From an optimization exercise on the open Yosys and OpenROAD flow, aimed at a short achievable clock period and few clock cycles; shortcuts taken in it are not production practice.
The RTL was checked by simulation tests, not by an equivalence proof against the original design.
Power and IR drop assume default switching activity.

==> flow/design.v (outline; a module is shown in full before it is edited, if it fits) <==
// module MulS1: 1844 lines
// module MulS2: 750 lines
// module Mips: 355 lines
module Mips (
    input clock,
    input reset,
    output [9:0] imem_addr,
    input [31:0] imem_data,
    output [9:0] dmem_addr,
    output [31:0] dmem_wdata,
    output dmem_we,
    input [31:0] dmem_rdata
);
  // ...
==> flow/flow/run.sh <==
#!/bin/bash
# The standard layout (standard.sh: the standard flow's synthesis and ORFS flow, unchanged)
# with two layout settings:
#  - timing repair aims for more setup slack than the clock period needs, so
#    that the layout runs faster than the period;
#  - ports are buffered with buf_4 (the default pick is a slow delay buffer).
# The make output goes to flow.log here; ORFS keeps each tool's own log under
# orfs/logs/.
set -euo pipefail
bash standard.sh SETUP_SLACK_MARGIN=8.5 "BUFFER_PORTS_ARGS=-buffer_cell sky130_fd_sc_hd__buf_4" finish > flow.log 2>&1
==> flow/standard.sh <==
#!/bin/bash
# synth_recipe.tcl (not shown) runs the flow's synth.tcl, then flattens the netlist and writes it again
# the make line also repeats each setting of config.mk as NAME=value (left out here)
make -C /OpenROAD-flow-scripts/flow DESIGN_CONFIG=/design/flow/config.mk WORK_HOME=/design/flow/orfs CLKGATE_MAP_FILE= SYNTH_SCRIPT=/design/flow/synth_recipe.tcl "${@:-finish}"
==> flow/config.mk <==
export PLATFORM = sky130hd
export DESIGN_NAME = Mips
export DESIGN_NICKNAME = Mips
export VERILOG_FILES = /design/flow/design.v
export SDC_FILE = /design/flow/constraint.sdc
export NUM_CORES = 8
export LEC_CHECK = 0
export CAP_MARGIN = 20
export CORE_MARGIN = 2
export CORE_UTILIZATION = 55
export SLEW_MARGIN = 20
==> flow/constraint.sdc <==
create_clock -name core_clock -period 12.0 [get_ports {clock}]
set_input_delay 2.4000 -clock core_clock [delete_from_list [all_inputs] [get_ports {clock}]]
set_output_delay 2.4000 -clock core_clock [all_outputs]
set_load 0.01 [all_outputs]
==> qor.yml, run 1 <==
status: "complete, no violations"
antenna_found_initial: 24
cp_slowest_stage_delay_ns: 0.41
path_max_fanout: 4
first_pass_iters: 14
ys_types: 92
setup_violations: 0
cp_common_cell: "o211ai_1"
place.gp.congestion: 1.03
ys_async_sr_fraction_pct: 64.5
ys_seq_elements: 1698
synth_cells: 10700
taps: 2310
synth_xor_xnor_area_share_pct: 2.15
fmax_mhz: 254
hold_ws_ns: 0.328
p_comb_share_pct: 20.6
synth.top_cells.by_count: "nand2_1 (1498), dfrtp_1 (1095), nor2_1 (1051)"
ff2ff_setup_slack_ns: 8.07
mostFrequentLayoutCell: "nand2_1"
fin_ws_ns: 8.07
multi_input_area_share_pct: 47.5
swShare_pct: 31.6
synth_top_area_share_pct: 28.7
postCtsHoldBufs: 0
peakVddDrop_mv: 0.176
critPathRequiredTime_ns: 12.66
min_to: "raW[0]"
area_dominant_class: "multi-input combinational cells"
hp-start: "csM[0]"
layout.cells.non_filler: 13300
coreArea_um2: 172000
finalCriticalPeriod_ns: 3.93
tightest_slew_ns: 1.37
busiest_layer: "met2"
place_inst: 12600
largestPowerGroup: "sequential cells"
syn_area_um2: 95600
pwr-share-seq_pct: 41.0
ys.warnings.count: 2
power_uw: 16100
portBuffers: 118
crit_buf_inv: 3
Testbench counts, summed over its fixed seeds: cycles 67,036.
==> module Mips, before the edit <==
module Mips (
    input clock,
    input reset,
    output [9:0] imem_addr,
    input [31:0] imem_data,
    output [9:0] dmem_addr,
    output [31:0] dmem_wdata,
    output dmem_we,
    input [31:0] dmem_rdata
);
    localparam CSW = 252;    
    reg  [9:0]  pcO, pcI;
    wire [9:0]  pcF = pcI;
    reg         vD;
    reg  [31:0] irD;
    reg  [9:0]  pc1D;        
    reg         predD;       
    reg         kE;
    reg         wrE;         
    reg         lateE;       
    reg         lwE, swE, mulE, brE, jrE, ovchkE;
    reg         addiuE;      
    reg  [4:0]  destE;
    reg  [31:0] aE, bE;      
    reg  [11:0] immE;
    reg         sAM, sBM;    
    reg         mAM, mBM;
    reg         cAM, cBM;
    reg         shAM;
    reg         subE;
    reg  [7:0]  selE;        
    reg  [1:0]  bropE;
    reg         tgtOkE, fallOkE;
    reg  [9:0]  tgtE, pc1E;
    reg  [9:0]  jrPredE;     
    reg         weM, lwM, swM, mulM;
    reg  [4:0]  destM;
    reg  [31:0] resM;
    reg  [9:0]  addrM;
    reg  [31:0] wdataM;
    reg  [CSW-1:0] csM;
    reg         weW, mulW;
    reg  [4:0]  destW;
    reg  [31:0] resW;
    reg  [31:0] raW, rbW;
    reg  [31:0] rf [0:31];
    wire [5:0] opF = imem_data[31:26];
    wire [9:0] pc1F = pcF + 10'd1;
    wire jF  = (opF == 6'h02);
    wire brF = (opF[5:2] == 4'b0001);
    wire sameF = (imem_data[25:21] == imem_data[20:16]);
    wire backF = imem_data[15];
    reg  [15:0] bhtV, bhtT;
    wire [3:0] bhtIdxF = pcF[3:0];
    wire dynF = bhtV[bhtIdxF] ? bhtT[bhtIdxF] : backF;
    reg  guessF;
    always @(*) begin
        case (opF[1:0])
            2'b00: guessF = sameF;                   
            2'b01: guessF = ~sameF;                  
            2'b10: guessF = sameF | dynF;            
            default: guessF = ~sameF & dynF;         
        endcase
    end
    wire predF = brF & guessF;
    wire [9:0] kg0 = pc1F & imem_data[9:0];
    wire [9:0] kp0 = pc1F ^ imem_data[9:0];
    wire [9:0] kg1, kp1, kg2, kp2, kg3, kp3, kg4;
    genvar gi;
    generate
        for (gi = 0; gi < 10; gi = gi + 1) begin : ks
            if (gi >= 1) begin : l1
                assign kg1[gi] = kg0[gi] | (kp0[gi] & kg0[gi-1]);
                assign kp1[gi] = kp0[gi] & kp0[gi-1];
            end else begin : l1n
                assign kg1[gi] = kg0[gi];
                assign kp1[gi] = kp0[gi];
            end
            if (gi >= 2) begin : l2
                assign kg2[gi] = kg1[gi] | (kp1[gi] & kg1[gi-2]);
                assign kp2[gi] = kp1[gi] & kp1[gi-2];
            end else begin : l2n
                assign kg2[gi] = kg1[gi];
                assign kp2[gi] = kp1[gi];
            end
            if (gi >= 4) begin : l3
                assign kg3[gi] = kg2[gi] | (kp2[gi] & kg2[gi-4]);
                assign kp3[gi] = kp2[gi] & kp2[gi-4];
            end else begin : l3n
                assign kg3[gi] = kg2[gi];
                assign kp3[gi] = kp2[gi];
            end
            if (gi >= 8) begin : l4
                assign kg4[gi] = kg3[gi] | (kp3[gi] & kg3[gi-8]);
            end else begin : l4n
                assign kg4[gi] = kg3[gi];
            end
        end
    endgenerate
    wire [9:0] brTgtF = kp0 ^ {kg4[8:0], 1'b0};
    wire [5:0] op = irD[31:26];
    wire [5:0] fn = irD[5:0];
    wire [4:0] rs = irD[25:21];
    wire [4:0] rt = irD[20:16];
    wire [4:0] rd = irD[15:11];
    wire rtype  = (op == 6'h00);
    wire fAdd   = rtype & (fn == 6'h20);
    wire fAddu  = rtype & (fn == 6'h21);
    wire fSub   = rtype & (fn == 6'h22);
    wire fSubu  = rtype & (fn == 6'h23);
    wire fAnd   = rtype & (fn == 6'h24);
    wire fOr    = rtype & (fn == 6'h25);
    wire fXor   = rtype & (fn == 6'h26);
    wire fNor   = rtype & (fn == 6'h27);
    wire fSll   = rtype & (fn == 6'h04);
    wire fSrl   = rtype & (fn == 6'h06);
    wire fSra   = rtype & (fn == 6'h07);
    wire fJr    = rtype & (fn == 6'h08);
    wire fMult  = rtype & (fn == 6'h18);
    wire oBr    = (op[5:2] == 4'b0001);
    wire oAddi  = (op == 6'h08);
    wire oAddiu = (op == 6'h09);
    wire oAndi  = (op == 6'h0c);
    wire oOri   = (op == 6'h0d);
    wire oXori  = (op == 6'h0e);
    wire oLw    = (op == 6'h23);
    wire oSw    = (op == 6'h2b);
    wire rAlu   = fAdd | fAddu | fSub | fSubu | fAnd | fOr | fXor | fNor;
    wire rShift = fSll | fSrl | fSra;
    wire iAlu   = oAddi | oAddiu | oAndi | oOri | oXori;
    wire usesA  = rAlu | rShift | fJr | fMult | oBr | iAlu | oLw | oSw;
    wire usesB  = rAlu | rShift | fMult | oBr | oSw;
    wire writes = rAlu | rShift | fMult | iAlu | oLw;
    wire [4:0] dest = rtype ? rd : rt;
    wire [31:0] simm = {{16{irD[15]}}, irD[15:0]};
    wire [31:0] mulP = raW + rbW;
    wire [31:0] wbData = mulW ? mulP : resW;
    wire [31:0] rfA = (weW && destW == rs) ? wbData : rf[rs];
    wire [31:0] rfB = (weW && destW == rt) ? wbData : rf[rt];
    wire [31:0] resMnow = lwM ? dmem_rdata : resM;
    wire [31:0] opA = (weM & matchAM) ? resMnow : rfA;
    wire [31:0] opB = (weM & matchBM) ? resMnow : rfB;
    wire lateEv = lateE & ~kE;
    wire matchAE = (rs == destE);
    wire matchBE = (rt == destE);
    wire matchAM = (rs == destM);
    wire matchBM = (rt == destM);
    wire stallD = vD & ((lateEv & ((usesA & matchAE) | (usesB & matchBE)))
                      | (mulM & ((usesA & matchAM) | (usesB & matchBM))));
    wire [9:0] brTgtD = pc1D + irD[9:0];
    wire tgtIsFall    = (irD[9:0] == 10'd0);    
    wire [31:0] A = sAM ? resM : aE;
    wire [31:0] B = sBM ? resM : bE;
    wire [31:0] Bs  = sBM ? (resM ^ {32{subE}}) : bE;
    wire [31:0] ag0 = A & Bs;
    wire [31:0] ap0 = A ^ Bs;
    wire [31:0] ag [0:5];
    wire [31:0] apr [0:5];
    assign ag[0]  = {ag0[31:1], ag0[0] | (ap0[0] & subE)};
    assign apr[0] = ap0;
    genvar ai, al;
    generate
        for (al = 0; al < 5; al = al + 1) begin : aks
            for (ai = 0; ai < 32; ai = ai + 1) begin : b
                if (ai >= (1 << al)) begin : c
                    assign ag[al+1][ai]  = ag[al][ai] | (apr[al][ai] & ag[al][ai - (1 << al)]);
                    assign apr[al+1][ai] = apr[al][ai] & apr[al][ai - (1 << al)];
                end else begin : n
                    assign ag[al+1][ai]  = ag[al][ai];
                    assign apr[al+1][ai] = apr[al][ai];
                end
            end
        end
    endgenerate
    wire [32:0] acarry = {ag[5], subE};      
    wire [31:0] sum = ap0 ^ acarry[31:0];
    wire ov = acarry[31] ^ acarry[32];
    wire [4:0] sa = shAM ? resM[4:0] : aE[4:0];
    wire [31:0] sraR = $signed(B) >>> sa;
    wire [31:0] res =
          ({32{selE[0]}} & sum)
        | ({32{selE[1]}} & (A & B))
        | ({32{selE[2]}} & (A | B))
        | ({32{selE[3]}} & (A ^ B))
        | ({32{selE[4]}} & ~(A | B))
        | ({32{selE[5]}} & (B << sa))
        | ({32{selE[6]}} & (B >> sa))
        | ({32{selE[7]}} & sraR);
    wire weE = wrE & ~kE & ~(ovchkE & ov);
    wire eqAB = (aE == bE);
    wire eqMB = (resM == bE);
    wire eqAM = (aE == resM);
    wire leAB = ($signed(aE) <= $signed(bE));
    wire leMB = ($signed(resM) <= $signed(bE));
    wire leAM = ($signed(aE) <= $signed(resM));
    wire eq = cAM ? (cBM | eqMB) : (cBM ? eqAM : eqAB);
    wire le = cAM ? (cBM | leMB) : (cBM ? leAM : leAB);
    reg  taken;
    always @(*) begin
        case (bropE)
            2'b00: taken = eq;
            2'b01: taken = ~eq;
            2'b10: taken = le;
            default: taken = ~le;
        endcase
    end
    wire [9:0] jrT = cAM ? resM[11:2] : aE[11:2];
    wire jrMiss = cAM ? (resM[11:2] != jrPredE) : (aE[11:2] != jrPredE);
    wire brV = brE & ~kE;
    wire jrV = jrE & ~kE;
    wire redirE = (brV & (taken ? ~tgtOkE : ~fallOkE)) | (jrV & jrMiss);
    wire [11:0] asumM = resM[11:0] + immE;
    wire [11:0] asumA = aE[11:0] + immE;
    wire [11:0] asum = cAM ? asumM : asumA;
    wire jrEarly = vD & fJr & addiuE & ~kE & matchAE;
    wire [11:0] jx = cAM ? resM[11:0] : aE[11:0];
    wire [11:2] jneed = jx[11:2] ^ immE[11:2] ^ pc1D;
    wire jc2 = (jx[1] & immE[1]) | ((jx[1] ^ immE[1]) & jx[0] & immE[0]);
    wire [10:2] jmade = (jx[10:2] & immE[10:2]) | ((jx[10:2] ^ immE[10:2]) & jneed[10:2]);
    wire jrFall = (jneed[2] == jc2) & (jneed[11:3] == jmade[10:2]);
    wire redirD  = jrEarly & ~jrFall;
    wire [CSW-1:0] csE;
    wire [31:0] mA = mAM ? resM : aE;
    wire [31:0] mB = mBM ? resM : bE;
    MulS1 MUL1 (.a(mA), .b(mB), .cs(csE));
    wire [31:0] raM, rbM;
    MulS2 MUL2 (.cs(csM), .ra(raM), .rb(rbM));
    assign imem_addr  = pcO;
    assign dmem_addr  = addrM;
    assign dmem_wdata = wdataM;
    assign dmem_we    = swM;
    wire goD = vD & ~stallD;    
    wire missT = brV & ~tgtOkE;      
    wire missN = brV & ~fallOkE;     
    wire jrRe  = jrV & jrMiss;
    wire [9:0] ovrT = redirD ? asum[11:2] : missT ? tgtE : jrRe ? jrT : pcF;
    wire [9:0] ovrN = redirD ? asum[11:2] : missN ? pc1E : jrRe ? jrT : pcF;
    wire selT = redirD | missT | jrRe | stallD;
    wire selN = redirD | missN | jrRe | stallD;
    wire [9:0] seqF  = jF ? imem_data[9:0] : pc1F;
    wire [9:0] pcIfT = selT ? ovrT : seqF;
    wire [9:0] pcIfN = selN ? ovrN : seqF;
    wire useTgt = predF & ~jF & ~(taken ? selT : selN);
    wire [9:0] pcNext = useTgt ? brTgtF : (taken ? pcIfT : pcIfN);
    always @(posedge clock or negedge reset) begin
        if (~reset)
            pcI <= 10'd0;
        else if (~stallD | brV | jrV | redirD)
            pcI <= pcNext;
    end
    always @(posedge clock or negedge reset) begin
        if (~reset) begin
            pcO <= 10'd0;
            vD <= 1'b0;
            kE <= 1'b0;
            wrE <= 1'b0; lateE <= 1'b0; lwE <= 1'b0; swE <= 1'b0;
            mulE <= 1'b0; brE <= 1'b0; jrE <= 1'b0; addiuE <= 1'b0;
            weM <= 1'b0; lwM <= 1'b0; swM <= 1'b0; mulM <= 1'b0;
            weW <= 1'b0; mulW <= 1'b0;
        end else begin
            pcO <= pcNext;
            if (redirE | redirD)
                vD <= 1'b0;
            else if (!stallD)
                vD <= 1'b1;
            kE    <= redirE;
            wrE   <= goD & writes;
            lateE <= goD & (oLw | fMult);
            lwE   <= goD & oLw;
            swE   <= goD & oSw;
            mulE  <= goD & fMult;
            brE   <= goD & oBr;
            jrE   <= goD & fJr;
            addiuE <= goD & oAddiu;
            weM  <= weE;
            lwM  <= lwE & ~kE;
            swM  <= swE & ~kE;
            mulM <= mulE & ~kE;
            weW  <= weM;
            mulW <= mulM;
        end
    end
    always @(posedge clock or negedge reset) begin
        if (~reset) begin
            cAM <= 1'b0;
            cBM <= 1'b0;
        end else begin
            cAM <= weE & matchAE;
            cBM <= usesB & weE & matchBE;
        end
    end
    always @(posedge clock or negedge reset) begin
        if (~reset)
            shAM <= 1'b0;
        else if (goD)
            shAM <= weE & matchAE;
    end
    wire [3:0] bhtIdxE = pc1E[3:0] - 4'd1;
    always @(posedge clock or negedge reset) begin
        if (~reset) begin
            bhtV <= 16'd0;
            bhtT <= 16'd0;
        end else if (brV & bropE[1]) begin
            bhtV[bhtIdxE] <= 1'b1;
            bhtT[bhtIdxE] <= taken;
        end
    end
    always @(posedge clock) begin
        if (goD) begin
            mAM <= weE & matchAE;
            mBM <= usesB & weE & matchBE;
        end
    end
    always @(posedge clock) begin
        if (!stallD) begin
            irD   <= imem_data;
            pc1D  <= pc1F;
            predD <= predF;
        end
        destE  <= dest;
        aE     <= opA;
        bE     <= usesB ? (opB ^ {32{fSub | fSubu}}) : simm;
        immE   <= irD[11:0];
        sAM    <= weE & matchAE;
        sBM    <= usesB & weE & matchBE;
        subE   <= fSub | fSubu;
        ovchkE <= fAdd | fSub | oAddi;
        selE   <= {fSra, fSrl, fSll, fNor, fXor | oXori, fOr | oOri, fAnd | oAndi,
                   fAdd | fAddu | fSub | fSubu | oAddi | oAddiu};
        bropE  <= op[1:0];
        tgtE   <= brTgtD;
        pc1E   <= pc1D;
        jrPredE <= jrEarly ? asum[11:2] : pc1D;
        tgtOkE <= predD | tgtIsFall;         
        fallOkE <= ~predD | tgtIsFall;       
        destM  <= destE;
        resM   <= res;
        addrM  <= asum[11:2];
        wdataM <= B;
        csM    <= csE;
        destW <= destM;
        resW  <= lwM ? dmem_rdata : resM;
        raW   <= raM;
        rbW   <= rbM;
    end
    integer i;
    always @(posedge clock or negedge reset) begin
        if (~reset) begin
            for (i = 0; i < 32; i = i + 1)
                rf[i] <= 32'h0000_0000;
        end else if (weW) begin
            rf[destW] <= wbData;
        end
    end
endmodule
==> inputs of run 2 (changes only) <==
--- a/flow/design.v
+++ b/flow/design.v
@@ -2899,8 +2899,11 @@
             bhtT[bhtIdxE] <= taken;
         end
     end
-    always @(posedge clock) begin
-        if (goD) begin
+    always @(posedge clock or negedge reset) begin
+        if (~reset) begin
+            mAM <= 1'b1;
+            mBM <= 1'b1;
+        end else begin
             mAM <= weE & matchAE;
             mBM <= usesB & weE & matchBE;
         end
==> run 2 against run 1 <==
Against the previous run: still clean; combinational power fell by about 20%; setup slack got worse by 0.091 ns; global-route usage rose by 1.2 points; final area rose by 1.6%; synthesized cell count fell by 0.91%; die area barely moved; sequential power fell by 3.9%; register-to-register slack got worse by 0.09 ns; critical path type unchanged; critical endpoint is now bE[31]; largest cell class unchanged.
==> qor.yml, run 2 <==
drive_gt1_share_pct: 18.9
dieHeight_um: 421
syn-mean-instance-area_um2: 9.03
first_pass_iters: 15  # +1
grt_max_degree: 129
synth.area.top_cells: "dfrtp_1 (29%), dfxtp_1 (12%), fa_1 (8.8%)"
synth_nets: 11300
min_to: "raW[2]"
largest_register: "rf"
grt_pass1_vias: 88200
pwr-share-seq_pct: 42.1  # +1.1 points
slew_headroom_pct: 8.04
ff2ff_setup_slack_ns: 7.98  # -0.09 ns
status: "complete, no violations"
peakVddDrop_mv: 0.203  # +15%
vias_per_cell: 7.07
synth_cells: 10600  # -0.91%
skew_ns: 0.0518
postSynth.topFlopCell: "dfrtp_1"
path_class: "flop to flop"
power.density_nw_per_um2: 130
hold_ws_ns: 0.327  # -0.000478 ns
reg2reg_from: "rbW[1]"
arrival_ns: 4.73
mostFrequentLayoutCells: "nand2_1 (1604), dfrtp_1 (1090), o21ai_0 (1068)"
ys_types: 89  # -3.3%
portBuffers: 118  # unchanged
die_w_um: 421
drt_iter0_drc: 17500
p_int_uw: 10500
drv_slew: 0
finalSetupTns_ns: 0
mostFrequentLayoutCell: "nand2_1"
coreArea_um2: 172000  # unchanged
dpl.hpwl_um: 276000
grt_pass1_wl_um: 646000
yosysMostFrequentCell: "nand2_1"
std_cell_rows: 152
p_sw_uw: 4560
routed_wl_um: 467000
place.gp.congestion: 1.05  # +2.2%
dieArea_um2: 177000
largest_reg_flops: 1024
swShare_pct: 30.3  # -1.3 points
antenna_found_initial: 37  # +54%
postCtsHoldBufs: 0  # unchanged
cap_violations: 0
path_max_fanout: 3  # -1
synth_edf_count: 43
clock_power_share_pct: 40.3
timing.rr.end: "bE[31]"
syn_area_um2: 95500  # about the same
grt_use_total_pct: 51.6
hp-start: "csM[5]"
rr_worst_depth: 14
cts-root-buf: "clkbuf_16"
ant_nets: 0
hold_depth: 0
worstSetupEndpointType: "flop"
cts_max_level: 4
setup.worst_path.start_class: "flop"
synth_top_area_share_pct: 28.7  # about the same
cts_tree: "done"
cts_buffer_depth: 3
p_comb_share_pct: 17.7  # -2.9 points
synth.largest_area_cell: "dfrtp_1"
worstSkewPairLatency_ns: 0.91
grt_overflow: 0
multi_input_area_um2: 55000
finalCritPeriodShare_pct: 33.5
setup_violations: 0  # unchanged
clk_pin_slew_ns: 0.06
fmax_mhz: 249  # -2.3%
vias: 93700
regArea_um2: 40200
initial_core_util_pct: 55.5
drc: 0
reg.largest.list: "rf x1024, csM x252"
rsz0062_at_grt: "yes"
ys_seq_area_share_pct: 41.8
critPathRequiredTime_ns: 12.71  # +0.05 ns
clkSinkCount: 1698
synth.top_cells.by_count: "nand2_1 (1646), o21ai_0 (1213), dfrtp_1 (1095)"
finalCriticalPeriod_ns: 4.02  # +0.0906 ns
hold_viol_final: 0
leakagePower_uw: 0.0508
ys.warnings.count: 2  # unchanged
tightest_slew_ns: 1.38  # +0.00703 ns
area_delta_synth_final_pct: 21.2
hold_class: "flop to flop"
wl_per_cell_um: 35.2
fill_cells: 13600
ys_async_sr_fraction_pct: 64.6  # +0.12 points
io_pins: 119
nets: 11500
numCtsBuffers: 182
ys_seq_elements: 1698  # unchanged
==> run 2: cell types whose count changed after synthesis, sizes merged, moves of 18 or more <==
cell | previous run | this run
a21oi | 621 | 394
a221oi | 42 | 158
a22o | 27 | 145
a22oi | 944 | 714
nand2 | 1498 | 1646
nand3 | 99 | 146
nand4 | 108 | 131
nor2 | 1051 | 813
nor3 | 121 | 89
nor4 | 79 | 46
o21ai | 1019 | 1223
o32a | 2 | 22
xnor2 | 158 | 176
==> run 2: area by class of cell <==
type,instances,share of cell area (%)
Timing Repair Buffer,794,7.64
Multi-Input combinational cell,7467,47.5
Inverter,627,2.05
Sequential cell,1698,34.7
Antenna cell,30,0.0649
Tap cell,2310,2.50
Clock inverter,88,0.937
Clock buffer,250,4.56
==> run 2: stage by stage <==
step / instances / cell area [um2] / utilization (%) / power, uW / setup slack (ns)
3_5_place_dp: 12500 / 99800 / 58.0 / 8560 / 6.78
3_3_place_gp: 12500 / 99800 / 58.0 / 8530 / 6.87
4_1_cts: 13100 / 112000 / 65.2 / 14800 / 8.08
6_report: 13300 / 116000 / 67.3 / 15000 / 7.98
5_1_grt: 13200 / 116000 / 67.2 / 15400 / 7.96
2_1_floorplan: 10600 / 95800 / - / 7600 / 7.88
==> run 2: power groups by stage <==
| stage | Combinational (uW) | Sequential (uW) | Clock [uW] |
|---|---|---|---|
| after CTS | 2410 | 6310 | 6040 |
| after global routing | 2800 | 6340 | 6280 |
| after global placement | 2120 | 6410 | 0 |
| after detailed placement | 2150 | 6410 | 0 |
| after floorplan | 1340 | 6270 | 0 |
| final | 2660 | 6330 | 6060 |
==> run 2: how the worst max path moves through the flow <==
stage,startpoint,end,slack (ns),cells after the start
3_5_place_dp,resM[1],pcO[0],6.78,14
4_1_cts,swM,dmem_we,8.08,1
5_1_grt,rbW[1],bE[31],7.96,14
2_1_floorplan,imem_data[0],pcI[8],7.88,11
3_3_place_gp,resM[1],pcO[0],6.87,14
6_report,rbW[1],bE[31],7.98,14
==> run 2: cell families after synthesis <==
| logic type | share of synthesized area [%] |
|---|---|
| AO/OA/AOI/OAI | 20.5 |
| flip-flops | 41.8 |
| multiplexers | 3.32 |
| XOR/XNOR | 2.31 |
| AND/OR/NAND/NOR | 13.9 |
| adder cells (fa/ha/maj) | 12.5 |
| buffers and inverters | 5.60 |
==> run 2: critical path, stage by stage, from the launching register on <==
cell,delay (ns)
dfxtp_2,0.33
ha_4,0.16
fa_2,0.39
a211oi_4,0.30
o21ai_4,0.10
o2111ai_4,0.25
o211a_1,0.26
buf_6,0.12
nor3_2,0.03
or4_4,0.46
o21a_4,0.25
o311a_4,0.36
o211ai_1,0.18
a21oi_1,0.12
nor3_2,0.54
==> run 2: repair_timing <==
action | 4_1_cts | 5_1_grt
setup endpoints to repair | 1188 | 961
setup buffers | 241 | 123
pin swaps | 167 | 234
resized for setup | 822 | 528
cloned | 29 | 21
==> run 2: per-layer routing <==
layer  part of all wire [%]  global-route usage, %
met3                     17                   24.6
met2                     39                   67.9
met5                   0.16                   2.25
met1                     36                   66.2
met4                    8.7                   35.0
Testbench counts of run 2, summed over its fixed seeds: cycles 67,036.
==> inputs of run 3 (changes only) <==
--- a/flow/design.v
+++ b/flow/design.v
@@ -2621,6 +2621,7 @@
     reg         mAM, mBM;
     reg         cAM, cBM;
     reg         shAM;
+    reg         ovM;         
     reg         subE;
     reg  [7:0]  selE;        
     reg  [1:0]  bropE;
@@ -2769,7 +2770,7 @@
     wire [32:0] acarry = {ag[5], subE};      
     wire [31:0] sum = ap0 ^ acarry[31:0];
     wire ov = acarry[31] ^ acarry[32];
-    wire [4:0] sa = shAM ? resM[4:0] : aE[4:0];
+    wire [4:0] sa = (shAM & ~ovM) ? resM[4:0] : aE[4:0];
     wire [31:0] sraR = $signed(B) >>> sa;
     wire [31:0] res =
           ({32{selE[0]}} & sum)
@@ -2780,15 +2781,18 @@
         | ({32{selE[5]}} & (B << sa))
         | ({32{selE[6]}} & (B >> sa))
         | ({32{selE[7]}} & sraR);
-    wire weE = wrE & ~kE & ~(ovchkE & ov);
+    wire wE  = wrE & ~kE;                    
+    wire weE = wE & ~(ovchkE & ov);
     wire eqAB = (aE == bE);
     wire eqMB = (resM == bE);
     wire eqAM = (aE == resM);
     wire leAB = ($signed(aE) <= $signed(bE));
     wire leMB = ($signed(resM) <= $signed(bE));
     wire leAM = ($signed(aE) <= $signed(resM));
-    wire eq = cAM ? (cBM | eqMB) : (cBM ? eqAM : eqAB);
-    wire le = cAM ? (cBM | leMB) : (cBM ? leAM : leAB);
+    wire cAMe = cAM & ~ovM;
+    wire cBMe = cBM & ~ovM;
+    wire eq = cAMe ? (cBMe | eqMB) : (cBMe ? eqAM : eqAB);
+    wire le = cAMe ? (cBMe | leMB) : (cBMe ? leAM : leAB);
     reg  taken;
     always @(*) begin
         case (bropE)
@@ -2798,24 +2802,24 @@
             default: taken = ~le;
         endcase
     end
-    wire [9:0] jrT = cAM ? resM[11:2] : aE[11:2];
-    wire jrMiss = cAM ? (resM[11:2] != jrPredE) : (aE[11:2] != jrPredE);
+    wire [9:0] jrT = cAMe ? resM[11:2] : aE[11:2];
+    wire jrMiss = cAMe ? (resM[11:2] != jrPredE) : (aE[11:2] != jrPredE);
     wire brV = brE & ~kE;
     wire jrV = jrE & ~kE;
     wire redirE = (brV & (taken ? ~tgtOkE : ~fallOkE)) | (jrV & jrMiss);
     wire [11:0] asumM = resM[11:0] + immE;
     wire [11:0] asumA = aE[11:0] + immE;
-    wire [11:0] asum = cAM ? asumM : asumA;
+    wire [11:0] asum = cAMe ? asumM : asumA;
     wire jrEarly = vD & fJr & addiuE & ~kE & matchAE;
-    wire [11:0] jx = cAM ? resM[11:0] : aE[11:0];
+    wire [11:0] jx = cAMe ? resM[11:0] : aE[11:0];
     wire [11:2] jneed = jx[11:2] ^ immE[11:2] ^ pc1D;
     wire jc2 = (jx[1] & immE[1]) | ((jx[1] ^ immE[1]) & jx[0] & immE[0]);
     wire [10:2] jmade = (jx[10:2] & immE[10:2]) | ((jx[10:2] ^ immE[10:2]) & jneed[10:2]);
     wire jrFall = (jneed[2] == jc2) & (jneed[11:3] == jmade[10:2]);
     wire redirD  = jrEarly & ~jrFall;
     wire [CSW-1:0] csE;
-    wire [31:0] mA = mAM ? resM : aE;
-    wire [31:0] mB = mBM ? resM : bE;
+    wire [31:0] mA = (mAM & ~ovM) ? resM : aE;
+    wire [31:0] mB = (mBM & ~ovM) ? resM : bE;
     MulS1 MUL1 (.a(mA), .b(mB), .cs(csE));
     wire [31:0] raM, rbM;
     MulS2 MUL2 (.cs(csM), .ra(raM), .rb(rbM));
@@ -2879,15 +2883,15 @@
             cAM <= 1'b0;
             cBM <= 1'b0;
         end else begin
-            cAM <= weE & matchAE;
-            cBM <= usesB & weE & matchBE;
+            cAM <= wE & matchAE;
+            cBM <= usesB & wE & matchBE;
         end
     end
     always @(posedge clock or negedge reset) begin
         if (~reset)
             shAM <= 1'b0;
         else if (goD)
-            shAM <= weE & matchAE;
+            shAM <= wE & matchAE;
     end
     wire [3:0] bhtIdxE = pc1E[3:0] - 4'd1;
     always @(posedge clock or negedge reset) begin
@@ -2904,8 +2908,8 @@
             mAM <= 1'b1;
             mBM <= 1'b1;
         end else begin
-            mAM <= weE & matchAE;
-            mBM <= usesB & weE & matchBE;
+            mAM <= wE & matchAE;
+            mBM <= usesB & wE & matchBE;
         end
     end
     always @(posedge clock) begin
@@ -2920,6 +2924,7 @@
         immE   <= irD[11:0];
         sAM    <= weE & matchAE;
         sBM    <= usesB & weE & matchBE;
+        ovM    <= ovchkE & ov;
         subE   <= fSub | fSubu;
         ovchkE <= fAdd | fSub | oAddi;
         selE   <= {fSra, fSrl, fSll, fNor, fXor | oXori, fOr | oOri, fAnd | oAndi,
==> run 3 against run 2 <==
Against the previous run: still clean on timing, DRC and antenna; setup slack gained 0.12 ns; clock power is 1% lower; worst hold slack got worse by 0.00062 ns; synthesized area up 0.12%; clock-buffer cell count up 17; total power rose by 0.21%; final area grew 0.50%; die area increased by 0.12%; synthesized cell count rose by 0.43%; sequential share of layout area shrank 0.16 points; critical path depth did not move; flip-flop and latch count is 1 higher; critical path type unchanged; largest power group unchanged.
==> qor.yml, run 3 <==
routed_wl_um: 472000  # +1.1%
finalCritPeriodShare_pct: 32.5  # -1.0 points
vias_per_cell: 7.08  # +0.22%
cp_common_cell: "o211ai_1"
slew_headroom_pct: 11.5  # +3.5 points
finalSetupTns_ns: 0  # unchanged
path_max_fanout: 8  # +5
ys_types: 94  # +5.6%
largest_reg_flops: 1024  # unchanged
cp_slowest_cell: "or4_4"
place_inst: 12600  # +0.70%
cts_max_level: 4  # unchanged
synth_edf_count: 43  # unchanged
vias: 95100  # +1.5%
worstSetupEndpointType: "flop"
die_w_um: 421  # about the same
layout.cells.non_filler: 13400  # +1.3%
nets: 11700  # +1.3%
crit_chain: "inv_1 > ha_1 > nand4_1 > or4_4 > nand2b_1 > o211ai_1 > a21oi_1 > o211ai_1 > o211a_4 > xnor2_4 > buf_12 > mux2i_4 > nand2_8 > mux2_4"
syn-mean-instance-area_um2: 9.00  # -0.30%
setup_violations: 0  # unchanged
grt_pass1_wl_um: 641000  # -0.79%
ys_async_sr_fraction_pct: 64.6  # about the same
clkSinkCount: 1699  # +0.059%
synth_compound_area_share_pct: 21.2  # +0.66 points
dieHeight_um: 421  # about the same
arrival_ns: 4.62  # -0.11 ns
drc: 0  # unchanged
first_pass_iters: 27  # +12
synth_nets: 11400  # +0.40%
synthMuxAreaShare_pct: 2.96  # -0.37 points
numCtsBuffers: 184  # +1.1%
synthAdderAreaFrac_pct: 12.5  # -0.015 points
mostFrequentLayoutCells: "nand2_1 (1565), o21ai_0 (1211), dfrtp_1 (1089)"
hold_viol_final: 0  # unchanged
grt_max_degree: 144  # +12%
grt_use_total_pct: 50.2  # -1.4 points
drt_iter0_drc: 18700  # +6.5%
reg.largest.list: "rf x1024, csM x252"
synth.largest_area_cell: "dfrtp_1"
ant_nets: 0  # unchanged
syn_area_um2: 95600  # +0.12%
largest_register: "rf"
area_delta_synth_final_pct: 21.7
cap_violations: 0  # unchanged
skew_ns: 0.0578  # +0.00597 ns
power.density_nw_per_um2: 130  # -0.28%
synth.area.top_cells: "dfrtp_1 (29%), dfxtp_1 (12%), fa_1 (8.8%)"
mostFrequentLayoutCell: "nand2_1"
std_cell_rows: 153  # +0.66%
peakVddDrop_mv: 0.172  # -15%
yosysMostFrequentCell: "nand2_1"
coreArea_um2: 173000  # +0.66%
dpl-instance-area_um2: 99900  # about the same
ys.warnings.count: 2  # unchanged
finalCriticalPeriod_ns: 3.90  # -0.123 ns
dieArea_um2: 177000  # +0.12%
grt_pass1_vias: 87800  # -0.51%
cp_slowest_stage_delay_ns: 0.54  # about the same
path_class: "flop to flop"
worstSkewPairLatency_ns: 0.89  # -0.02 ns
critPathRequiredTime_ns: 12.72  # about the same
synthSimpleGateAreaFrac_pct: 13.6  # -0.25 points
initial_core_util_pct: 55.2  # -0.30 points
synth_cells: 10600  # +0.43%
grt_overflow: 0  # unchanged
antenna_found_initial: 26  # -30%
tightest_slew_ns: 1.29  # -0.0890 ns
clk_pin_slew_ns: 0.06  # about the same
setup.worst_path.start_class: "flop"
cpLargestDelayFamily: "compound AO/OA/AOI/OAI gates"
cts_buffer_depth: 3  # unchanged
post-place-ws_ns: 6.84  # +0.0655 ns
cts-root-buf: "clkbuf_16"
cts_tree: "done"
status: "complete, no violations"
crit_buf_inv: 2  # +1
fmax_mhz: 257  # +3.2%
postSynth.topFlopCell: "dfrtp_1"
leakagePower_uw: 0.0510  # +0.46%
postCtsHoldBufs: 0  # unchanged
fin_ws_ns: 8.10  # +0.123 ns
synth.top_cells.by_count: "nand2_1 (1606), o21ai_0 (1293), dfrtp_1 (1095)"
hold_class: "flop to flop"
place.gp.congestion: 1.00  # -4.6%
synth_xor_xnor_area_share_pct: 2.26  # -0.049 points
drv_slew: 0  # unchanged
drive_gt1_share_pct: 19.0  # +0.052 points
portBuffers: 118  # unchanged
ys_seq_elements: 1699  # +0.059%
wl_per_cell_um: 35.2  # -0.15%
dpl.hpwl_um: 275000  # -0.55%
synth_top_family_by_area: "compound AO/OA/AOI/OAI gates"
io_pins: 119  # unchanged
final_cell_area_um2: 116000  # +0.50%
synth_top_area_share_pct: 28.7  # -0.034 points
ys_seq_area_share_pct: 41.8  # about the same
rsz0062_at_grt: "yes"
[run 3: changes by cell type in the layout (fill, tap and decap cells not counted), sizes merged, moves of 22 or more]
cell | previous run | this run
nand2 | 1646 | 1613
nor2 | 813 | 862
mux2i | 222 | 186
a21o | 45 | 67
buf | 760 | 845
a221oi | 158 | 180
a21oi | 394 | 427
clkbuf | 269 | 296
o21ai | 1223 | 1307
a22oi | 714 | 660
[run 3: worst register-to-register path: stages, from the launching register on]
cell and delay (ns):
dfxtp_2 0.47, inv_1 0.11, ha_1 0.31, nand4_1 0.11, or4_4 0.54, nand2b_1 0.16
o211ai_1 0.28, a21oi_1 0.08, o211ai_1 0.33, o211a_4 0.28, xnor2_4 0.14, buf_12 0.14
mux2i_4 0.36, nand2_8 0.15, mux2_4 0.32
[run 3: routing by layer]
layer,track usage [%],part of all wire (%),up-vias
li1,-,-,37600
met1,67.3,36,45800
met2,65.6,38,9129
met3,23.2,18,2592
met4,29.5,8.5,38
met5,1.67,0.20,-
[run 3: worst paths after layout]
check	startpoint	end	slack [ns]	cells after the start
worst min-delay path	csM[2]	rbW[1]	0.33	0
worst max register to register	bE[21]	pcO[8]	8.10	14
max in group asynchronous	reset	rf[19][10]	8.67	3
min in group asynchronous	reset	rf[9][15]	1.50	1
worst min register to register	csM[2]	rbW[1]	0.33	0
worst max-delay path	bE[21]	pcO[8]	8.10	14
[run 3: per-stage QoR]
| step | util (%) | power (uW) | hold slack [ns] |
|---|---|---|---|
| after CTS | 64.0 | 14700 | 0.326 |
| after detailed placement | 57.6 | 8650 | 0.312 |
| final | 67.1 | 15100 | 0.327 |
| after global placement | 57.6 | 8640 | 0.316 |
| after global routing | 67.1 | 15400 | 0.340 |
| after floorplan | - | 7670 | 0.310 |
[run 3: what timing repair did]
action,CTS,global route
gates resized for setup,696,640
pin swaps,108,220
setup buffers,188,242
setup endpoints to repair,1075,822
cloned,25,37
[run 3: power by group]
group | switching [uW] | leakage [uW] | internal (uW)
sequential | 331 | 0.0203 | 6020
clock | 2530 | 0.00307 | 3450
combinational | 1720 | 0.0277 | 1030
[run 3: kinds of logic (layout without fill, tap and decap cells)]
kind of cell	count (synthesis)	after routing
buffers and inverters	1423	1864
XOR/XNOR	246	246
AND/OR/NAND/NOR	3099	3106
flip-flops	1699	1699
multiplexers	262	263
AO/OA/AOI/OAI	3189	3191
other	0	32
adder cells (fa/ha/maj)	704	704
[run 3: layout make-up]
cell class,count,area (um2)
sequential,1699,40200
clock buffer,267,5410
fill,13700,56900
inverter,638,2430
tap,2325,2910
timing repair buffer,890,9960
multi-input combinational,7510,54500
antenna,32,80.1
clock inverter,69,813
Testbench counts of run 3, summed over its fixed seeds: cycles 67,036.
==> inputs of run 4 (changes only) <==
--- a/flow/design.v
+++ b/flow/design.v
@@ -2836,10 +2836,11 @@
     wire selT = redirD | missT | jrRe | stallD;
     wire selN = redirD | missN | jrRe | stallD;
     wire [9:0] seqF  = jF ? imem_data[9:0] : pc1F;
-    wire [9:0] pcIfT = selT ? ovrT : seqF;
-    wire [9:0] pcIfN = selN ? ovrN : seqF;
-    wire useTgt = predF & ~jF & ~(taken ? selT : selN);
-    wire [9:0] pcNext = useTgt ? brTgtF : (taken ? pcIfT : pcIfN);
+    wire useT = predF & ~jF & ~selT;
+    wire useN = predF & ~jF & ~selN;
+    wire [9:0] pcIfT = useT ? brTgtF : (selT ? ovrT : seqF);
+    wire [9:0] pcIfN = useN ? brTgtF : (selN ? ovrN : seqF);
+    wire [9:0] pcNext = taken ? pcIfT : pcIfN;
     always @(posedge clock or negedge reset) begin
         if (~reset)
             pcI <= 10'd0;
==> run 4 against run 3 <==
Against the previous run: still clean; non-clock buffer count decreased by 88; critical path depth decreased by 1; sequential share of layout area increased by 0.060 points; setup slack worse by 0.0093 ns; total power hardly changed; clock skew is 0.0047 ns lower.
==> qor.yml, run 4 <==
rr_worst_depth: 11  # -3
ys_async_sr_fraction_pct: 64.6  # unchanged
postCtsHoldBufs: 0  # unchanged
skew_ns: 0.0531  # -0.00472 ns
grt_pass1_wl_um: 651000  # +1.5%
p_sw_uw: 4620  # +0.89%
routed_wl_um: 480000  # +1.6%
synth.area.top_cells: "dfrtp_1 (28%), dfxtp_1 (12%), fa_1 (8.7%)"
coreArea_um2: 174000  # +0.66%
numCtsBuffers: 181  # -1.6%
hold_class: "flop to flop"
cts_tree: "done"
path_max_fanout: 2  # -6
largest_reg_flops: 1024  # unchanged
syn_area_um2: 96800  # +1.2%
status: "complete, no violations"
std_cell_rows: 153  # unchanged
dpl.hpwl_um: 284000  # +3.3%
cts-root-buf: "clkbuf_16"
setup.worst_path.start_class: "input pin"
regArea_um2: 40100  # -0.30%
swShare_pct: 30.7  # +0.28 points
reg.largest.list: "rf x1024, csM x252"
cap_violations: 0  # unchanged
ff2ff_setup_slack_ns: 8.21  # +0.11 ns
clkSinkCount: 1699  # unchanged
leakagePower_uw: 0.0513  # +0.47%
timing.rr.end: "aE[17]"
grt_use_total_pct: 50.6  # +0.44 points
ant_nets: 0  # unchanged
yosysMostFrequentCell: "nand2_1"
vias_per_cell: 7.09  # +0.10%
mostFrequentLayoutCells: "nand2_1 (1752), o21ai_0 (1148), dfrtp_1 (1089)"
ys_types: 106  # +13%
grt_max_degree: 163  # +13%
path_class: "input pin to flop"
power.density_nw_per_um2: 130  # +0.45%
reg2reg_from: "irD[25]"
arrival_ns: 4.63  # about the same
finalCriticalPeriod_ns: 3.91  # +0.00930 ns
p_int_uw: 10400  # -0.42%
peakVddDrop_mv: 0.211  # +23%
hp-start: "csM[0]"
synth.largest_area_cell: "dfrtp_1"
largest_register: "rf"
synth_edf_count: 43  # unchanged
syn-mean-instance-area_um2: 8.88  # -1.3%
clk_pin_slew_ns: 0.06  # about the same
ys.warnings.count: 2  # unchanged
ys_seq_area_share_pct: 41.3  # -0.50 points
dieArea_um2: 179000  # +1.2%
cp-endpoint: "pcO[8]"
critPathRequiredTime_ns: 12.72  # about the same
area_delta_synth_final_pct: 19.6
portBuffers: 118  # unchanged
drt_iter0_drc: 20100  # +7.7%
multi_input_area_um2: 55200  # +1.2%
vias: 96500  # +1.5%
hold_viol_final: 0  # unchanged
hold_ws_ns: 0.322  # -0.00421 ns
fill_cells: 14100  # +2.3%
setup.worst_path.start: "imem_data[0]"
finalCritPeriodShare_pct: 32.6  # +0.077 points
worstSkewPairLatency_ns: 0.89  # about the same
final_util_pct: 66.4  # -0.76 points
grt_overflow: 0  # unchanged
place.gp.congestion: 1.04  # +3.4%
ys_seq_elements: 1699  # unchanged
initial_core_util_pct: 55.5  # +0.31 points
drive_gt1_share_pct: 17.1  # -1.9 points
dieHeight_um: 423  # +0.60%
cts_max_level: 4  # unchanged
drv_slew: 0  # unchanged
mostFrequentLayoutCell: "nand2_1"
tightest_slew_ns: 1.29  # -0.000201 ns
dpl-instance-area_um2: 101000  # +1.1%
setup_violations: 0  # unchanged
finalSetupTns_ns: 0  # unchanged
cts_buffer_depth: 3  # unchanged
drc: 0  # unchanged
grt_pass1_vias: 89600  # +2.1%
wl_per_cell_um: 35.2  # +0.20%
clock_power_share_pct: 39.5  # -0.2 points
io_pins: 119  # unchanged
die_w_um: 423  # +0.60%
rsz0062_at_grt: "yes"
antenna_found_initial: 35  # +35%
synth.top_cells.by_count: "nand2_1 (1786), o21ai_0 (1186), dfrtp_1 (1095)"
postSynth.topFlopCell: "dfrtp_1"
pwr-share-seq_pct: 42.3  # +0.2 points
first_pass_iters: 17  # -37%
synth_top_area_share_pct: 28.3  # -0.35 points
p_comb_share_pct: 18.2  # about the same
final_cell_area_um2: 116000  # -0.48%
slew_headroom_pct: 13.1  # +1.6 points
nets: 11900  # +1.5%
worstSetupEndpointType: "flop"
synth_cells: 10900  # +2.6%
fmax_mhz: 256  # -0.24%
synth_nets: 11700  # +2.4%
## run 4: changes by cell type in the layout (fill, tap and decap cells not counted), sizes merged, moves of 44 or more
cell / before / now
buf: 845 / 762
nand2: 1613 / 1791
a22o: 164 / 13
a221oi: 180 / 45
o21ai: 1307 / 1258
nor4: 46 / 90
a22oi: 660 / 931
## run 4: cell type report
type / instances / area share (%)
Clock buffer: 255 / 4.51
Tap cell: 2325 / 2.51
Multi-Input combinational cell: 7783 / 47.6
Sequential cell: 1699 / 34.6
Timing Repair Buffer: 802 / 7.71
Antenna cell: 33 / 0.0713
Clock inverter: 83 / 0.862
Inverter: 632 / 2.06
## run 4: kinds of logic (layout without fill, tap and decap cells)
family	after synthesis	count (layout)	synth area share (%)
adder cells (fa/ha/maj)	704	704	12.4
AO/OA/AOI/OAI	3175	3176	20.6
other	0	33	0
AND/OR/NAND/NOR	3367	3377	14.7
flip-flops	1699	1699	41.3
buffers and inverters	1426	1772	5.67
XOR/XNOR	228	228	2.08
multiplexers	296	298	3.31
## run 4: how the worst min path moves through the flow
stage | to | depth (start not counted)
finish | raW[0] | 0
global route | raW[0] | 0
CTS | raW[0] | 0
detailed placement | raW[2] | 0
global placement | raW[1] | 0
floorplan | raW[0] | 0
## run 4: metrics by stage
step                      setup WS, ns  cells  total power, uW
final                             8.09  13600            15100
after global routing              8.00  13600            15400
after CTS                         8.13  13400            14700
after detailed placement          7.06  12800             8630
after global placement            7.09  12800             8600
after floorplan                   7.62  10900             7680
## run 4: what timing repair did
action | in CTS | in global routing
buffers inserted | 181 | 175
pin swaps | 104 | 118
resized for setup | 576 | 449
gates cloned | 26 | 36
setup endpoints to repair | 1174 | 889
## run 4: power groups by stage
stage               combinational (uW)  sequential, uW  clock (uW)
floorplan                         1410            6270           0
global placement                  2150            6450           0
detailed placement                2190            6440           0
CTS                               2430            6350        5930
global route                      2890            6380        6160
finish                            2740            6370        5960
## run 4: layer usage
layer / track usage, % / share of wire [%]
met1: 66.9 / 35
met2: 65.4 / 37
met3: 24.9 / 18
met4: 30.6 / 8.7
met5: 4.27 / 0.28
## run 4: worst max-delay path, cell delays in order
cell and delay, ns:
buf_8 0.10, ha_4 0.16, fa_2 0.36, a21o_1 0.19
a21oi_2 0.19, nor2b_1 0.07, o21a_1 0.20, o41ai_2 0.26
xnor2_1 0.13, a21oi_2 0.20, nor2_1 0.07, a31oi_1 0.19
mux2i_1 0.11
Testbench counts of run 4, summed over its fixed seeds: cycles 67,036.
==> inputs of run 5 (changes only) <==
--- a/flow/config.mk
+++ b/flow/config.mk
@@ -7,5 +7,5 @@
 export LEC_CHECK = 0
 export CAP_MARGIN = 20
 export CORE_MARGIN = 2
-export CORE_UTILIZATION = 55
+export CORE_UTILIZATION = 50
 export SLEW_MARGIN = 20
==> run 5 against run 4 <==
Against the previous run: still clean on timing, DRC and antenna; first-iteration DRC count fell by 18%; routed wire length shrank 3.0%; clock-buffer cell count up 6; synthesized cell count unchanged; worst hold slack got worse by 0.00090 ns; synthesized area stayed put; utilization decreased by 6.6 points; die area increased by 9.9%; total power is 0.66% higher; final area fell by 0.67%; via count is 3.1% lower.
==> qor.yml, run 5 <==
grt_pass1_vias: 87900  # -1.9%
timing.rr.end: "pcO[2]"
routed-wl-met2_um: 180000  # +1.3%
power.density_nw_per_um2: 132  # +1.3%
crit_chain: "buf_8 > ha_4 > fa_2 > a21o_1 > a21oi_2 > nor2b_2 > o21a_1 > nor2_2 > xor2_1 > a21oi_2 > nor2b_4 > a311oi_2 > a21oi_1"
power_uw: 15200  # +0.66%
synth_cells: 10900  # unchanged
hold_ws_ns: 0.321  # -0.000895 ns
cts_buffer_depth: 3  # unchanged
clk_pin_slew_ns: 0.06  # about the same
numCtsBuffers: 186  # +2.8%
wl_per_cell_um: 33.9  # -3.9%
final_cell_area_um2: 115000  # -0.67%
finalCritPeriodShare_pct: 32.2  # -0.37 points
dieHeight_um: 444  # +4.8%
largest_reg_flops: 1024  # unchanged
finalSetupTns_ns: 0  # unchanged
drv_slew: 0  # unchanged
drc: 0  # unchanged
rr_worst_depth: 18  # +7
drt_iter0_drc: 16500  # -18%
wl_met1_um: 174000  # +2.5%
fmax_mhz: 259  # +1.1%
area_delta_synth_final_pct: 18.8
reg2reg_from: "ovM"
clkSinkCount: 1699  # unchanged
nets: 11800  # -0.62%
clock_power_share_pct: 40.4  # +0.9 points
synth.area.top_cells: "dfrtp_1 (28%), dfxtp_1 (12%), fa_1 (8.7%)"
ff2ff_setup_slack_ns: 8.18  # -0.03 ns
path_class: "input pin to flop"
coreArea_um2: 192000  # +10%
arrival_ns: 4.60  # -0.03 ns
first_pass_iters: 17  # unchanged
dieArea_um2: 197000  # +9.9%
drive_gt1_share_pct: 16.8  # -0.35 points
yosysMostFrequentCell: "nand2_1"
p_int_uw: 10600  # +1.6%
finalCriticalPeriod_ns: 3.86  # -0.0440 ns
pwr-share-seq_pct: 41.9  # -0.4 points
reg.largest.list: "rf x1024, csM x252"
grt_overflow: 0  # unchanged
vias: 93500  # -3.1%
place.gp.congestion: 1.01  # -2.0%
ys.warnings.count: 2  # unchanged
syn_area_um2: 96800  # unchanged
worstSetupEndpointType: "flop"
syn-mean-instance-area_um2: 8.88  # unchanged
dpl.hpwl_um: 285000  # +0.30%
postCtsHoldBufs: 0  # unchanged
grt_use_total_pct: 45.8  # -4.8 points
io_pins: 119  # unchanged
status: "complete, no violations"
hp-start: "csM[5]"
synth_edf_count: 43  # unchanged
synth_nets: 11700  # unchanged
leakagePower_uw: 0.0507  # -1.0%
tightest_slew_ns: 1.39  # +0.0990 ns
initial_core_util_pct: 50.3  # -5.2 points
dpl-instance-area_um2: 101000  # +0.24%
ys_seq_elements: 1699  # unchanged
cts_max_level: 4  # unchanged
die_w_um: 444  # +4.8%
cts_tree: "done"
cap_violations: 0  # unchanged
hold_class: "flop to flop"
hold_depth: 0  # unchanged
ys_async_sr_fraction_pct: 64.6  # unchanged
worstSkewPairLatency_ns: 0.90  # about the same
skew_ns: 0.0495  # -0.00363 ns
std_cell_rows: 161  # +5.2%
rsz0062_at_grt: "yes"
grt_max_degree: 147  # -9.8%
cts-root-buf: "clkbuf_16"
largest_register: "rf"
ant_nets: 0  # unchanged
synth.top_cells.by_count: "nand2_1 (1786), o21ai_0 (1186), dfrtp_1 (1095)"
p_sw_uw: 4560  # -1.4%
vias_per_cell: 6.81  # -4.0%
ys_types: 106  # unchanged
swShare_pct: 30.1  # -0.62 points
grt_pass1_wl_um: 648000  # -0.49%
mostFrequentLayoutCell: "nand2_1"
critPathRequiredTime_ns: 12.73  # about the same
synth_top_area_share_pct: 28.3  # unchanged
peakVddDrop_mv: 0.255  # +21%
cp_common_cell: "a21oi_2"
postSynth.topFlopCell: "dfrtp_1"
slew_headroom_pct: 6.41  # -6.7 points
path_max_fanout: 2  # unchanged
setup.worst_path.start_class: "input pin"
ys_seq_area_share_pct: 41.3  # unchanged
portBuffers: 118  # unchanged
dr.max_layer_used: "met5"
min_to: "raW[2]"
mostFrequentLayoutCells: "nand2_1 (1754), o21ai_0 (1155), dfrtp_1 (1090)"
p_comb_share_pct: 17.6  # -0.6 points
cp_slowest_stage_delay_ns: 0.38  # +0.02 ns
dr_wl_met3_um: 73400  # -17%
synth.largest_area_cell: "dfrtp_1"
routed_wl_um: 465000  # -3.0%
setup_violations: 0  # unchanged
antenna_found_initial: 27  # -23%
cp_slowest_cell: "fa_2"
hold_viol_final: 0  # unchanged
-- run 5: cell counts after synthesis --
No cell type changed its count.
-- run 5: worst max-delay path by stage --
stage	cells after the start	start	slack (ns)	endpoint
final	13	imem_data[0]	8.14	pcO[6]
after detailed placement	13	imem_data[0]	7.17	pcO[6]
after floorplan	12	imem_data[0]	7.62	pcI[8]
after CTS	1	pcO[9]	8.13	imem_addr[9]
after global placement	12	imem_data[4]	7.07	pcI[9]
after global routing	14	imem_data[4]	8.00	pcI[9]
-- run 5: layer usage --
| layer | up-vias | global-route usage [%] |
|---|---|---|
| met5 | - | 0.440 |
| met4 | 42 | 28.0 |
| met3 | 2105 | 18.1 |
| met2 | 8017 | 61.1 |
| met1 | 45300 | 61.9 |
| li1 | 38000 | - |
-- run 5: cell type report --
cell class | instances | area (um2)
Tap cell | 2526 | 3160
Clock inverter | 80 | 1040
Sequential cell | 1699 | 40100
Timing Repair Buffer | 731 | 7830
Fill cell | 16600 | 77400
Antenna cell | 25 | 62.6
Clock buffer | 261 | 5430
Inverter | 632 | 2380
Multi-Input combinational cell | 7776 | 55000
-- run 5: cells by family after synthesis --
family	Yosys count	synth area share, %
XOR/XNOR	228	2.08
multiplexers	296	3.31
adder cells (fa/ha/maj)	704	12.4
AO/OA/AOI/OAI	3175	20.6
buffers and inverters	1426	5.67
AND/OR/NAND/NOR	3367	14.7
flip-flops	1699	41.3
-- run 5: stage by stage --
step / instances / utilization [%] / setup slack [ns]
5_1_grt: 13700 / 59.7 / 8.00
6_report: 13700 / 59.8 / 8.14
2_1_floorplan: 10900 / - / 7.62
3_3_place_gp: 13000 / 52.6 / 7.07
4_1_cts: 13600 / 58.2 / 8.13
3_5_place_dp: 13000 / 52.6 / 7.17
-- run 5: power by group through the flow --
stage                     logic, uW  clock network (uW)  registers, uW
after floorplan                1410                   0           6270
after global placement         2170                   0           6440
after detailed placement       2200                   0           6440
after CTS                      2460                6130           6350
after global routing           2840                6370           6380
final                          2670                6130           6360
-- run 5: critical path, delay by kind of cell --
| kind | cells | cell delay [ns] |
|---|---|---|
| compound gates | 6 | 1.00 |
| xor+xnor | 1 | 0.22 |
| fa+ha+maj | 2 | 0.54 |
| buf+inv | 1 | 0.10 |
| simple gates | 3 | 0.33 |
-- run 5: timing repair --
item	CTS	global route
setup buffers	174	123
setup endpoints to repair	1344	945
pin swaps	107	159
resized for setup	545	450
gates cloned	26	16
==> inputs of run 6 (changes only) <==
--- a/flow/design.v
+++ b/flow/design.v
@@ -2658,41 +2658,10 @@
         endcase
     end
     wire predF = brF & guessF;
-    wire [9:0] kg0 = pc1F & imem_data[9:0];
-    wire [9:0] kp0 = pc1F ^ imem_data[9:0];
-    wire [9:0] kg1, kp1, kg2, kp2, kg3, kp3, kg4;
-    genvar gi;
-    generate
-        for (gi = 0; gi < 10; gi = gi + 1) begin : ks
-            if (gi >= 1) begin : l1
-                assign kg1[gi] = kg0[gi] | (kp0[gi] & kg0[gi-1]);
-                assign kp1[gi] = kp0[gi] & kp0[gi-1];
-            end else begin : l1n
-                assign kg1[gi] = kg0[gi];
-                assign kp1[gi] = kp0[gi];
-            end
-            if (gi >= 2) begin : l2
-                assign kg2[gi] = kg1[gi] | (kp1[gi] & kg1[gi-2]);
-                assign kp2[gi] = kp1[gi] & kp1[gi-2];
-            end else begin : l2n
-                assign kg2[gi] = kg1[gi];
-                assign kp2[gi] = kp1[gi];
-            end
-            if (gi >= 4) begin : l3
-                assign kg3[gi] = kg2[gi] | (kp2[gi] & kg2[gi-4]);
-                assign kp3[gi] = kp2[gi] & kp2[gi-4];
-            end else begin : l3n
-                assign kg3[gi] = kg2[gi];
-                assign kp3[gi] = kp2[gi];
-            end
-            if (gi >= 8) begin : l4
-                assign kg4[gi] = kg3[gi] | (kp3[gi] & kg3[gi-8]);
-            end else begin : l4n
-                assign kg4[gi] = kg3[gi];
-            end
-        end
-    endgenerate
-    wire [9:0] brTgtF = kp0 ^ {kg4[8:0], 1'b0};
+    wire [5:0] tLo  = {1'b0, pc1F[4:0]} + {1'b0, imem_data[4:0]};
+    wire [4:0] tHi0 = pc1F[9:5] + imem_data[9:5];
+    wire [4:0] tHi1 = pc1F[9:5] + imem_data[9:5] + 5'd1;
+    wire [9:0] brTgtF = {tLo[5] ? tHi1 : tHi0, tLo[4:0]};
     wire [5:0] op = irD[31:26];
     wire [5:0] fn = irD[5:0];
     wire [4:0] rs = irD[25:21];
==> run 6 against run 5 <==
Against the previous run: the layout now fails its checks (max-capacitance violations, max-slew violations); utilization up 1.6 points; synthesized area down 1.2%; clock-buffer cell count up 6; flip-flop and latch count unchanged; sequential share of layout area down 0.38 points; combinational power down 2%; register-to-register slack worse by 0.26 ns; fmax down 8.7%; die area down 1.2%; first-iteration DRC count down 2.2%; critical endpoint is now pcI[9].
==> qor.yml, run 6 <==
skew_ns: 0.0505  # +0.00107 ns
ys_types: 94  # -11%
final_cell_area_um2: 117000  # +1.4%
grt_max_degree: 153  # +4.1%
hold_class: "flop to flop"
postSynth.topFlopCell: "dfrtp_1"
grt_overflow: 0  # unchanged
largest_register: "rf"
vias_per_cell: 6.85  # +0.56%
ys_seq_area_share_pct: 41.8  # +0.49 points
numCtsBuffers: 186  # unchanged
layout.cells.non_filler: 13500  # -1.4%
finalSetupTns_ns: 0  # unchanged
cts_max_level: 4  # unchanged
drive_gt1_share_pct: 19.5  # +2.7 points
ys.warnings.count: 2  # unchanged
grt_pass1_wl_um: 646000  # -0.21%
mostFrequentLayoutCell: "nand2_1"
clk_pin_slew_ns: 0.06  # about the same
dpl-instance-area_um2: 100000  # -1.1%
antenna_found_initial: 27  # unchanged
slew_headroom_pct: -9.54  # -16 points
ys_async_sr_fraction_pct: 64.6  # unchanged
finalCriticalPeriod_ns: 4.23  # +0.367 ns
path_class: "input pin to flop"
vias: 92700  # -0.88%
synth_cells: 10600  # -3.0%
yosysMostFrequentCell: "nand2_1"
arrival_ns: 4.97  # +0.37 ns
die_w_um: 441  # -0.58%
routed_wl_um: 469000  # +0.89%
tightest_slew_ns: 1.63  # +0.237 ns
cap_violations: 1  # +1
area_delta_synth_final_pct: 21.9
regArea_um2: 40200  # +0.32%
reg.largest.list: "rf x1024, csM x252"
setup_violations: 0  # unchanged
clkSinkCount: 1699  # unchanged
dieHeight_um: 441  # -0.58%
first_pass_iters: 12  # -5
std_cell_rows: 160  # -0.62%
synth_top_area_share_pct: 28.6  # +0.33 points
hold_viol_final: 0  # unchanged
syn-mean-instance-area_um2: 9.05  # +1.9%
largest_reg_flops: 1024  # unchanged
worstSkewPairLatency_ns: 0.87  # -0.03 ns
synth.top_cells.by_count: "nand2_1 (1575), o21ai_0 (1236), dfrtp_1 (1095)"
crit_chain: "buf_8 > ha_4 > inv_2 > fa_1 > inv_2 > ha_4 > and3_4 > a32oi_4 > o211ai_1 > a21bo_2 > nand2_1 > nand2_1 > a32oi_2 > o221ai_1 > nor2_1 > o22ai_1"
grt_pass1_vias: 88100  # +0.17%
power_uw: 15100  # -0.65%
grt_use_total_pct: 46.5  # +0.70 points
mostFrequentLayoutCells: "nand2_1 (1538), o21ai_0 (1139), dfrtp_1 (1090)"
path_max_fanout: 4  # +2
cp_slowest_cell: "fa_1"
leakagePower_uw: 0.0510  # +0.50%
dpl.hpwl_um: 275000  # -3.5%
cp_slowest_stage_delay_ns: 0.55  # +0.17 ns
finalCritPeriodShare_pct: 35.3  # +3.1 points
rsz0062_at_grt: "yes"
synth.area.top_cells: "dfrtp_1 (29%), dfxtp_1 (12%), fa_1 (8.8%)"
setup.worst_path.start_class: "input pin"
fmax_mhz: 236  # -8.7%
ant_nets: 0  # unchanged
cts_buffer_depth: 3  # unchanged
peakVddDrop_mv: 0.149  # -42%
synth_edf_count: 43  # unchanged
drc: 0  # unchanged
critPathRequiredTime_ns: 12.74  # about the same
place.gp.congestion: 1.01  # -0.82%
drv_slew: 4  # +4
wl_per_cell_um: 34.7  # +2.3%
ys_seq_elements: 1699  # unchanged
worstSetupEndpointType: "flop"
syn_area_um2: 95700  # -1.2%
fill_cells: 16000  # -3.8%
synth_nets: 11300  # -2.8%
multi_input_area_um2: 54800  # -0.32%
coreArea_um2: 190000  # -1.1%
dieArea_um2: 195000  # -1.2%
portBuffers: 118  # unchanged
cts_tree: "done"
drt_iter0_drc: 16100  # -2.2%
nets: 11600  # -1.4%
status: "finished with violations"
io_pins: 119  # unchanged
power.density_nw_per_um2: 129  # -2.0%
initial_core_util_pct: 50.3  # about the same
synth.largest_area_cell: "dfrtp_1"
so.violations: "max-capacitance violations, max-slew violations"
place_inst: 12700  # -2.7%
cts-root-buf: "clkbuf_16"
==> run 6: what timing repair did <==
item | 4_1_cts | 5_1_grt
setup endpoints to repair | 1097 | 769
gates cloned | 27 | 27
hold buffers | 0 | 0
setup buffers | 263 | 184
resized for setup | 694 | 572
hold endpoints to repair | 0 | 0
pin swaps | 161 | 222
==> run 6: final cells by class <==
| cell class | instances | area share, % |
|---|---|---|
| flip-flops and latches | 1699 | 34.5 |
| well taps | 2511 | 2.69 |
| clock buffers | 267 | 4.77 |
| inverters | 641 | 2.09 |
| multi-input cells | 7460 | 47.0 |
| diodes | 12 | 0.0257 |
| clock inverters | 78 | 0.795 |
| repair buffers | 866 | 8.14 |
==> run 6: final timing paths <==
kind | startpoint | end | slack (ns) | cells after the start
max | imem_data[5] | pcI[9] | 7.77 | 16
min | csM[1] | raW[1] | 0.33 | 0
max reg2reg | pcI[2] | pcI[9] | 7.92 | 18
min reg2reg | csM[1] | raW[1] | 0.33 | 0
max in group asynchronous | reset | rf[8][19] | 8.83 | 3
min in group asynchronous | reset | rf[5][6] | 1.57 | 1
==> run 6: cell families (layout without fill, tap and decap cells) <==
kind of cell,Yosys count,count (layout),synth area share [%]
other cells,0,12,0
flops,1699,1699,41.8
fa+ha+maj,706,706,12.5
buf+inv,1414,1852,5.59
xor+xnor,243,243,2.23
mux,289,291,3.25
simple gates,3082,3083,13.7
compound gates,3135,3137,21.0
==> run 6: worst max-delay path: cells and delay by family <==
kind	cells	cell delay [ns]
compound gates	6	1.11
fa+ha+maj	3	0.85
buf+inv	3	0.19
simple gates	4	0.42
==> run 6: metrics by stage <==
step | utilization [%] | setup WS [ns] | hold WS (ns)
after floorplan | - | 7.18 | 0.310
after global placement | 52.6 | 6.69 | 0.311
after detailed placement | 52.6 | 6.76 | 0.314
after CTS | 59.0 | 7.83 | 0.327
after global routing | 61.3 | 7.60 | 0.335
final | 61.3 | 7.77 | 0.330
==> run 6: per-layer routing <==
layer | global-route usage (%) | share of wire [%]
met4 | 28.5 | 8.3
met1 | 62.0 | 37
met2 | 61.6 | 38
met3 | 20.2 | 17
met5 | 0.244 | 0.042
==> run 6: power by group <==
group / internal (uW) / switching [uW] / leakage [uW]
Clock: 3590 / 2560 / 0.00320
Sequential: 6010 / 309 / 0.0203
Combinational: 1000 / 1600 / 0.0275
Total: 10600 / 4480 / 0.0510
Testbench counts of run 6, summed over its fixed seeds: cycles 67,036.

[static timing again, ports no longer ideal]
No port has a modelled driver above. Below, the same layouts with a new extraction and two added sets of constraints. Step 1 assumes that a clkbuf_16 drives the clock port and a buf_2 every other input. Step 2 moves the port delays by t, midway between the first and last clock arrival at a register: inputs arrive t later, outputs are due t later. That takes back most of the time a late clock gives input paths. a / b / c = ideal ports / drivers / drivers and shift; a / b = the first two.
run | t, ns | slack for setup (ns) | cell pins on the clock port's net
run 1 | 0.960 | 8.069 / 8.025 / 7.392 | 1
run 2 | 0.978 | 7.978 / 7.978 / 7.435 | 1
run 3 | 0.946 | 8.102 / 8.078 / 7.429 | 1
run 4 | 0.957 | 8.092 / 8.063 / 7.190 | 1
run 5 | 0.961 | 8.136 / 8.058 / 7.226 | 1
run 6 | 0.943 | 7.769 / 7.811 / 6.869 | 1
The setup slack of run 5, which loses most, moves by -0.078 ns with the drivers and by -0.910 ns with both steps.
